This design comes from an exercise in tuning for small area on the open sky130 flow, not from production work. Function was checked by simulation only, so behaviour that the tests miss may differ from the original. Power figures rest on the tool's default switching activity, not on a simulated workload.

## design/flow/run.sh

```bash
#!/bin/bash
# synth_recipe.tcl (not shown) runs the flow's synth.tcl, then flattens the netlist and writes it again
# the make line also repeats each setting of config.mk as NAME=value (left out here)
make -C /OpenROAD-flow-scripts/flow DESIGN_CONFIG=/design/flow/config.mk WORK_HOME=/design/flow/orfs CLKGATE_MAP_FILE= SYNTH_SCRIPT=/design/flow/synth_recipe.tcl finish
```

## design/flow/config.mk

```make
export PLATFORM = sky130hd
export DESIGN_NAME = vibrometer_tracker
export DESIGN_NICKNAME = vibrometer_tracker
export VERILOG_FILES = /design/flow/design.v
export SDC_FILE = /design/flow/constraint.sdc
export NUM_CORES = 4
export LEC_CHECK = 0
export CAP_MARGIN = 20
export CORE_MARGIN = 2
export CORE_UTILIZATION = 40
export SLEW_MARGIN = 20
```

## design/flow/constraint.sdc

```tcl
create_clock -name core_clock -period 8.0 [get_ports {clk}]
set_input_delay 1.6000 -clock core_clock [delete_from_list [all_inputs] [get_ports {clk}]]
set_output_delay 1.6000 -clock core_clock [all_outputs]
set_load 0.01 [all_outputs]
```

## design/flow/design.v

```verilog
`timescale 1ns / 1ps
module axis_extremum_finder #
(
    parameter integer                       AXIS_TDATA_WIDTH    = 32
)
(
    input  wire                             aclk,
    input  wire                             aresetn,
    input  wire [4:0]                       log_count,
    input  wire [2:0]                       shift,
    output wire [AXIS_TDATA_WIDTH/2-1:0]    lower_threshold,
    output wire [AXIS_TDATA_WIDTH/2-1:0]    upper_threshold,
    input  wire                             S_AXIS_tvalid,
    input  wire [AXIS_TDATA_WIDTH-1:0]      S_AXIS_tdata,
    output wire                             S_AXIS_tready
);
    localparam                              idle            = 1'b0, 
                                            measure         = 1'b1;
    logic  [AXIS_TDATA_WIDTH/2-1:0]         min,            min_next;
    logic  [AXIS_TDATA_WIDTH/2-1:0]         max,            max_next;
    logic  [AXIS_TDATA_WIDTH/2-1:0]         tmp_min,        tmp_min_next;
    logic  [AXIS_TDATA_WIDTH/2-1:0]         tmp_max,        tmp_max_next;
    logic  [31:0]                           count,          count_next;
    logic                                   state,          state_next;
    logic  [AXIS_TDATA_WIDTH/2-1:0]         tmp_center;
    logic  [AXIS_TDATA_WIDTH/2-1:0]         testreg;
    wire   [AXIS_TDATA_WIDTH/2-1:0]         signal_a;
    wire   [AXIS_TDATA_WIDTH/2-1:0]         signal_b; 
    wire   [31:0]                           max_count;
    assign S_AXIS_tready                    = aresetn;
    assign lower_threshold                  = min;
    assign upper_threshold                  = max;
    assign signal_a                         = S_AXIS_tdata[AXIS_TDATA_WIDTH/2-1:0];
    assign signal_b                         = S_AXIS_tdata[AXIS_TDATA_WIDTH-1:AXIS_TDATA_WIDTH/2];
    assign max_count                        = 1 << log_count;
    always_ff @(posedge aclk) begin
        if (~aresetn) begin
            min             <= {1'b0, {(AXIS_TDATA_WIDTH/2-1){1'b1}}};  
            max             <= {1'b1, {(AXIS_TDATA_WIDTH/2-1){1'b0}}};  
            tmp_min         <= {1'b0, {(AXIS_TDATA_WIDTH/2-1){1'b1}}};  
            tmp_max         <= {1'b1, {(AXIS_TDATA_WIDTH/2-1){1'b0}}};  
            count           <= 0;
            state           <= idle;
        end else begin
            min             <= min_next;
            max             <= max_next;
            tmp_min         <= tmp_min_next;
            tmp_max         <= tmp_max_next;
            count           <= count_next;
            state           <= state_next; 
        end
    end
    always_comb begin 
        min_next            = min;
        max_next            = max;
        tmp_min_next        = tmp_min;
        tmp_max_next        = tmp_max;
        count_next          = count;
        state_next          = state;
        tmp_center          = ($signed(tmp_max) + $signed(tmp_min)) >>> 1;
        case(state)
            idle: begin
                tmp_min_next        = {1'b0, {(AXIS_TDATA_WIDTH/2-1){1'b1}}};  
                tmp_max_next        = {1'b1, {(AXIS_TDATA_WIDTH/2-1){1'b0}}};  
                count_next          = 0;
                state_next          = measure;
            end
            measure: begin
                if ($signed(signal_a) < $signed(tmp_min))
                    tmp_min_next    = $signed(signal_a);
                if ($signed(signal_a) > $signed(tmp_max))
                    tmp_max_next    = $signed(signal_a);
                if (count >= max_count - 1) begin
                    min_next        = (($signed(tmp_min) - $signed(tmp_center)) >>> shift) + $signed(tmp_center);
                    max_next        = (($signed(tmp_max) - $signed(tmp_center)) >>> shift) + $signed(tmp_center);
                    state_next      = idle;
                end
                count_next = count + 1;
            end
        endcase
    end
endmodule
`timescale 1ns / 1ps
module axis_position_tracker #
(
    parameter integer                           S_AXIS_TDATA_WIDTH  = 32,
    parameter integer                           M_AXIS_TDATA_WIDTH  = 32
)
(
    input  wire                                 aclk,
    input  wire                                 aresetn,
    input  wire [(S_AXIS_TDATA_WIDTH/2)-1:0]    lower_threshold,
    input  wire [(S_AXIS_TDATA_WIDTH/2)-1:0]    upper_threshold,
    input  wire [4:0]                           log_scale,
    input  wire                                 S_AXIS_tvalid,
    input  wire [S_AXIS_TDATA_WIDTH-1:0]        S_AXIS_tdata,
    output wire                                 S_AXIS_tready,
    input  wire                                 M_AXIS_tready,
    output wire                                 M_AXIS_tvalid,
    output wire [M_AXIS_TDATA_WIDTH-1:0]        M_AXIS_tdata
);
    localparam                                  idle            = 2'b00, 
                                                low             = 2'b01, 
                                                high            = 2'b10;              
    logic  [M_AXIS_TDATA_WIDTH-1:0]             position,       position_next;
    logic  [1:0]                                state,          state_next;                
    logic  [S_AXIS_TDATA_WIDTH/2-1:0]           center;
    wire   [S_AXIS_TDATA_WIDTH/2-1:0]           signal_a;
    wire   [S_AXIS_TDATA_WIDTH/2-1:0]           signal_b;
    assign S_AXIS_tready                        = aresetn;
    assign M_AXIS_tvalid                        = aresetn;
    assign M_AXIS_tdata                         = position;
    assign signal_a                             = S_AXIS_tdata[(S_AXIS_TDATA_WIDTH/2)-1:0];
    assign signal_b                             = S_AXIS_tdata[S_AXIS_TDATA_WIDTH-1:S_AXIS_TDATA_WIDTH/2];
    always_ff @(posedge aclk) begin
        if (~aresetn) begin
            position        <= 0;
            state           <= idle;
        end else begin
            position        <= position_next;
            state           <= state_next;
        end
    end
    always_comb begin 
        position_next       = position;
        state_next          = state;
        center              = (($signed(upper_threshold) + $signed(lower_threshold)) >>> 1);
        case(state)
            idle: begin
                if ($signed(signal_a) < $signed(lower_threshold))
                    state_next = low;
            end
            low: begin
                if ($signed(signal_a) > $signed(upper_threshold))
                    state_next = high;
            end
            high: begin
                if ($signed(signal_a) < $signed(lower_threshold)) begin
                    if ($signed(signal_b) > $signed(center))
                        position_next = $signed(position) + $signed((1 << log_scale));
                    else
                        position_next = $signed(position) - $signed((1 << log_scale));
                    state_next = low;             
                end
            end
        endcase       
    end
endmodule
`timescale 1ns / 1ps
module axis_throttler #
(
    parameter integer                       AXIS_TDATA_WIDTH    = 32
)
(
    input  wire                             aclk,
    input  wire                             aresetn,
    input  wire [4:0]                       log_throttle,
    input  wire                             M_AXIS_tready,
    output wire                             M_AXIS_tvalid,
    output wire [AXIS_TDATA_WIDTH-1:0]      M_AXIS_tdata,
    output wire                             S_AXIS_tready,
    input  wire                             S_AXIS_tvalid,
    input  wire [AXIS_TDATA_WIDTH-1:0]      S_AXIS_tdata
);     
    logic [31:0]                            count,          count_next;
    logic                                   deny,           deny_next;
    wire  [31:0]                            max;
    assign      S_AXIS_tready               = M_AXIS_tready && ~deny;
    assign      M_AXIS_tvalid               = S_AXIS_tvalid && ~deny;
    assign      M_AXIS_tdata                = S_AXIS_tdata;
    assign      max                         = 1 << log_throttle;
    always_ff @(posedge aclk) begin
        if (~aresetn) begin
            count           <= 0;
            deny            <= 1'b0;
        end else begin
            count           <= count_next;
            deny            <= deny_next;
        end
    end
    always_comb begin 
        deny_next           = deny;
        count_next          = count;
        if (S_AXIS_tvalid) begin
            if (count >= max - 1) begin
                count_next      = 0;
                deny_next       = 1'b0;
            end else begin
                count_next      = count + 1;
                deny_next       = 1'b1;
            end
        end
    end
endmodule
`timescale 1ns / 1ps
module axis_differentiator #
(
    parameter integer                       AXIS_TDATA_WIDTH    = 32
)
(
    input  wire                             aclk,
    input  wire                             aresetn,
    input  wire                             enable,
    input  wire                             S_AXIS_tvalid,
    input  wire [AXIS_TDATA_WIDTH-1:0]      S_AXIS_tdata,
    output wire                             S_AXIS_tready,
    input  wire                             M_AXIS_tready,
    output wire                             M_AXIS_tvalid,
    output wire [AXIS_TDATA_WIDTH-1:0]      M_AXIS_tdata
);
    genvar                                  i;
    logic  signed [AXIS_TDATA_WIDTH-1:0]    shift1,                 shift1_next;
    logic  signed [AXIS_TDATA_WIDTH-1:0]    shift2,                 shift2_next;
    logic  signed [AXIS_TDATA_WIDTH-1:0]    shift3,                 shift3_next;
    logic  signed [AXIS_TDATA_WIDTH-1:0]    result,                 result_next;
    logic  signed [AXIS_TDATA_WIDTH-1:0]    shift_register[4:0],    shift_register_next[4:0];
    wire   signed [AXIS_TDATA_WIDTH:0]      sum1;                    
    wire   signed [AXIS_TDATA_WIDTH:0]      sum2;                    
    assign sum1             = shift_register[4] - shift_register[0];
    assign sum2             = shift_register[1] - shift_register[3];    
    assign M_AXIS_tdata     = enable ? result : S_AXIS_tdata;
    assign M_AXIS_tvalid    = S_AXIS_tvalid;
    assign S_AXIS_tready    = aresetn;
    for (i = 0; i < 5 ; i = i + 1) begin
        always_ff @(posedge aclk) begin
            if (~aresetn)
                shift_register[i] <= 0;
            else
                shift_register[i] <= shift_register_next[i];
        end       
    end
    always_ff @(posedge aclk) begin
        if (~aresetn) begin
            shift1    <= 0;
            shift2    <= 0;
            shift3    <= 0;
            result    <= 0;
        end else begin
            shift1 <= shift1_next;
            shift2 <= shift2_next;
            shift3 <= shift3_next;
            result <= result_next;
        end
    end     
    for (i = 1; i < 5 ; i = i + 1) begin
        always_comb begin  
            if (S_AXIS_tvalid)
                shift_register_next[i] = shift_register[i - 1];
            else
                shift_register_next[i] = shift_register[i];
        end
    end
    always_comb begin 
        shift1_next                 = shift1;
        shift2_next                 = shift2;
        shift3_next                 = shift3;
        result_next                 = result;
        shift_register_next[0]      = shift_register[0];
        if (S_AXIS_tvalid) begin
            shift_register_next[0]  = S_AXIS_tdata;
            shift1_next             = sum1 >>> 3;
            shift2_next             = sum1 >>> 4;
            shift3_next             = sum2 >>> 5;
            result_next             = shift1 + shift2 + sum2 - shift3;
        end
    end
endmodule
`timescale 1ns / 1ps
module vibrometer_tracker
(
    input  wire                             clk,
    input  wire                             aresetn,
    input  wire [4:0]                       log_count_extremum,
    input  wire [2:0]                       shift_extremum,
    input  wire [4:0]                       log_scale,
    input  wire                             filter_enable,
    input  wire [4:0]                       log_throttle,
    input  wire [31:0]                      raw_tdata,
    output wire [15:0]                      lower_threshold,
    output wire [15:0]                      upper_threshold,
    output wire [31:0]                      position_tdata,
    output wire                             filter_tvalid,
    output wire [31:0]                      filter_tdata
);
    wire                                    position_tvalid;
    wire                                    position_tready;
    wire                                    throttled_tvalid;
    wire   [31:0]                           throttled_tdata;
    wire                                    throttled_tready;
    wire                                    raw_tready_pt;
    wire                                    raw_tready_ef;
    axis_extremum_finder #(
        .AXIS_TDATA_WIDTH   (32)
    ) axis_extremum_finder (
        .aclk               (clk),
        .aresetn            (aresetn),
        .log_count          (log_count_extremum),
        .shift              (shift_extremum),
        .lower_threshold    (lower_threshold),
        .upper_threshold    (upper_threshold),
        .S_AXIS_tvalid      (1'b1),
        .S_AXIS_tdata       (raw_tdata),
        .S_AXIS_tready      (raw_tready_ef)
    );
    axis_position_tracker #(
        .S_AXIS_TDATA_WIDTH (32),
        .M_AXIS_TDATA_WIDTH (32)
    ) axis_position_tracker (
        .aclk               (clk),
        .aresetn            (aresetn),
        .lower_threshold    (lower_threshold),
        .upper_threshold    (upper_threshold),
        .log_scale          (log_scale),
        .S_AXIS_tvalid      (1'b1),
        .S_AXIS_tdata       (raw_tdata),
        .S_AXIS_tready      (raw_tready_pt),
        .M_AXIS_tready      (position_tready),
        .M_AXIS_tvalid      (position_tvalid),
        .M_AXIS_tdata       (position_tdata)
    );
    axis_throttler #(
        .AXIS_TDATA_WIDTH   (32)
    ) axis_throttler (
        .aclk               (clk),
        .aresetn            (aresetn),
        .log_throttle       (log_throttle),
        .M_AXIS_tready      (throttled_tready),
        .M_AXIS_tvalid      (throttled_tvalid),
        .M_AXIS_tdata       (throttled_tdata),
        .S_AXIS_tready      (position_tready),
        .S_AXIS_tvalid      (position_tvalid),
        .S_AXIS_tdata       (position_tdata)
    );
    axis_differentiator #(
        .AXIS_TDATA_WIDTH   (32)
    ) axis_differentiator (
        .aclk               (clk),
        .aresetn            (aresetn),
        .enable             (filter_enable),
        .S_AXIS_tvalid      (throttled_tvalid),
        .S_AXIS_tdata       (throttled_tdata),
        .S_AXIS_tready      (throttled_tready),
        .M_AXIS_tready      (1'b1),
        .M_AXIS_tvalid      (filter_tvalid),
        .M_AXIS_tdata       (filter_tdata)
    );
endmodule
```

==> notes.md <==
Seq cells post-synth 414; Leak Pwr 16.45 nW; final setup TNS 0 ns; CP Capture Type register; sequential fraction of the synthesis area 0.2528; PwrDens 216.0 nW/µm²; Least-Margin Pin Slew 1.069 ns; Crit Reg-Reg Endpoint axis_position_tracker.position[31]; Via density roughly 5.5; PnR Total Power 8.017 mW; DIE WIDTH just under 300 µm; Hold Fails Final Rpt 0; commonest non-fill, non-tap cell in the layout nor2_1; P&R area growth vs syn 13.24%; Top FF cell, synth dfxtp_1; antenna violations before repair 4; status timing/DRC/antenna clean; Worst-Skew Late Latency around 0.63 ns; Syn Std Cell Area 32780 µm²; Setup crit start axis_extremum_finder.min[0]; EDFF count, synth 0; Critical Path RT roughly 8.5 ns; Std-Cell Rows 104; WP data arrival 8.01 ns; core area 80810 µm²; Setup crit start kind register; via count approximately 28k; hold_sp axis_differentiator.shift3[5]; syn avg cell area 8.307 µm²; fin nets about 4.5k; Routed wire per std cell 17.90 µm; fmax 0.1337 GHz; CTS Root Cell clkbuf_16; clock skew 0.02886 ns; first-pass GRT wire length 147.7 mm; Overflow after GRT 0; Hold Slack between 0.4 and 0.5 ns; All-Layer GR Usage 0.2143; pin count of the biggest net entering global routing ~180; Clock transition at path regs 0.07 ns; DR iter-0 viols approximately 1.8k; Hold Path End axis_differentiator.shift3[5]; Hold Crit Depth 2; vias in the first global route about 27k; DRT antenna net count 0; RR Startpoint axis_extremum_finder.min[0]; fin util 0.4593; Slew headroom 0.2875; CTS Sinks roughly 410; CP max FO 22; Worst VDD drop 0.0001805 V; Gate Count Post-Synth 3946; most frequent cells in the layout nor2_1 (473), dfxtp_1 (413), ha_1 (362); clock buffer depth 3; HP Class reg -> reg; Critical-path top delay cell fa_1; Setup violations, final 0; Detailed Place HPWL 69.10 mm; Synth cell types 105; final period utilization 0.9347; max_cap viols 0; port bufs 149; Setup Crit Path Kind reg -> reg; y dimension of the die 290.3 µm; CTS tree yes; Initial DRT Pass Iterations 5; worst reg2reg path depth 35; number of buffers created by CTS 50; DRC viols 0; layout cell share with drive strength beyond 1 0.06004; dpl ws 0.2823 ns; H-tree depth 2; Diodes inserted 0; I/O pin cnt 150; r2r setup slk around 0.52 ns; setup ws final 0.5222 ns; Slew Limit Fails 0; asr flop ratio synth 0; Largest stage delay, worst path 0.41 ns; drt total wl 91.73 mm; initial core utilization 0.4056; post-route minimum period 7.478 ns; Synth Warn # 6; Placer Congestion 0.8979; die area 84250 µm²
flip-flops by register name, indices dropped and copies added, names as in the netlist, 2 cells and up:
name / count
axis_extremum_finder.max: 16
axis_position_tracker.state: 2
axis_differentiator.shift_register: 160
axis_extremum_finder.count: 32
axis_extremum_finder.tmp_min: 16
axis_extremum_finder.tmp_max: 16
axis_throttler.count: 32
axis_extremum_finder.min: 16
axis_differentiator.result: 32
axis_differentiator.shift3: 28
axis_position_tracker.position: 32
axis_differentiator.shift1: 30
area by class of cell:
| cell class | instances | area (µm²) |
|---|---|---|
| Timing Repair Buffer | 195 | 1852 |
| Tap cell | 1060 | 1326 |
| Multi-Input combinational cell | 3094 | 22920 |
| Fill cell | 7974 | 43690 |
| Clock inverter | 18 | 254.0 |
| Clock buffer | 74 | 1461 |
| Sequential cell | 414 | 8292 |
| Inverter | 269 | 1017 |
cells in the mapped netlist, drive strengths merged (20+ instances only):
library cell  instances  area share
nor2                475       0.054
dfxtp               414        0.25
ha                  362        0.14
a21oi               301       0.047
inv                 268       0.031
mux2i               245       0.075
nand2               237       0.027
o21ai               201       0.031
xnor2               148       0.041
clkbuf              133       0.015
nand3               102       0.016
a21o                 98       0.022
xor2                 93       0.025
fa                   68       0.042
nor3                 65      0.0099
o21a                 57       0.013
nor2b                50      0.0098
mux2                 48       0.016
nand2b               42      0.0080
a211oi               41       0.010
buf                  37      0.0048
and3                 34      0.0065
o211ai               33      0.0076
nand4                32      0.0061
and2                 30      0.0057
a31oi                26      0.0050
o311ai               26      0.0072
or3                  26      0.0050
o31ai                21      0.0050
o21bai               20      0.0046
worst max-delay path: cells and delay by family (launching register included):
kind / cells / cell delay, ns
xor gates and xnor gates: 2 / 0.30
adders and majority gates: 3 / 1.01
AOI/OAI and AO/OA: 20 / 3.90
and+or+nand+nor: 6 / 0.94
muxes: 1 / 0.29
buffers and inverters: 3 / 0.58
DFF: 1 / 0.36
routing by layer:
metal / wire, µm / GRT usage / share of wire / vias to the layer above
li1: - / - / - / 14150
met1: 45060 / 0.3053 / 0.49 / 13130
met2: 39890 / 0.3402 / 0.43 / 546
met3: 4123 / 0.02432 / 0.045 / 120
met4: 2634 / 0.06059 / 0.029 / 2
met5: 15 / 0 / 0.00016 / -
where the power goes:
part           leakage, nW  internal (mW)  switching [mW]
clock                0.842           1.40           0.979
sequential            3.35           2.13          0.0776
combinational         12.3           1.50            1.94
total                 16.5           5.02            3.00
worst max path at each step:
| stage | end |
|---|---|
| 2_1_floorplan | axis_position_tracker.position[31] |
| 3_3_place_gp | axis_position_tracker.position[31] |
| 3_5_place_dp | axis_position_tracker.position[31] |
| 4_1_cts | axis_position_tracker.position[31] |
| 5_1_grt | axis_position_tracker.position[31] |
| 6_report | axis_position_tracker.position[31] |
metrics by stage:
step / std cells / instance area [µm²]
final: 5124 / 37120
after global routing: 5124 / 37120
after CTS: 5122 / 37050
after detailed placement: 5030 / 35340
after global placement: 5030 / 35340
after floorplan: 3947 / 32780
cells by family after synthesis:
family / Yosys count / synth area share
AO/OA/AOI/OAI: 969 / 0.1951
XOR/XNOR: 242 / 0.06634
adder cells (fa/ha/maj): 430 / 0.1797
buffers and inverters: 439 / 0.05081
flip-flops: 414 / 0.2528
multiplexers: 294 / 0.09199
other: 1 / 0.0001144
AND/OR/NAND/NOR: 1157 / 0.1631
repair_timing:
action	in CTS	in global routing
setup endpoints to repair	0	7
setup buffers	0	2
hold buffers	0	0
gates resized for setup	0	6

## re-timing with driven ports
The results above use ideal ports. As a check the final layout listed here was re-extracted and re-timed, cells and wires unchanged.
Step 1 assumes that a clkbuf_16 drives the clock port and a buf_2 every other input.
Step 2 moves the port delays by t, midway between the first and last clock arrival at a register: inputs arrive t later, outputs are due t later. That takes back most of the time a late clock gives input paths.
Three values: ideal, step 1, step 2; two values: the first two.
t, ns: 0.674
setup WS [ns]: 0.522 / 0.522 / 0.522
worst hold slack (ns): 0.452 / 0.452 / 0.452
worst register clock-pin slew, ns: 0.07 / 0.07
After both steps this run still meets setup and hold. The setup slack of this run moves by 0.000 ns with the drivers and by 0.000 ns with both steps.
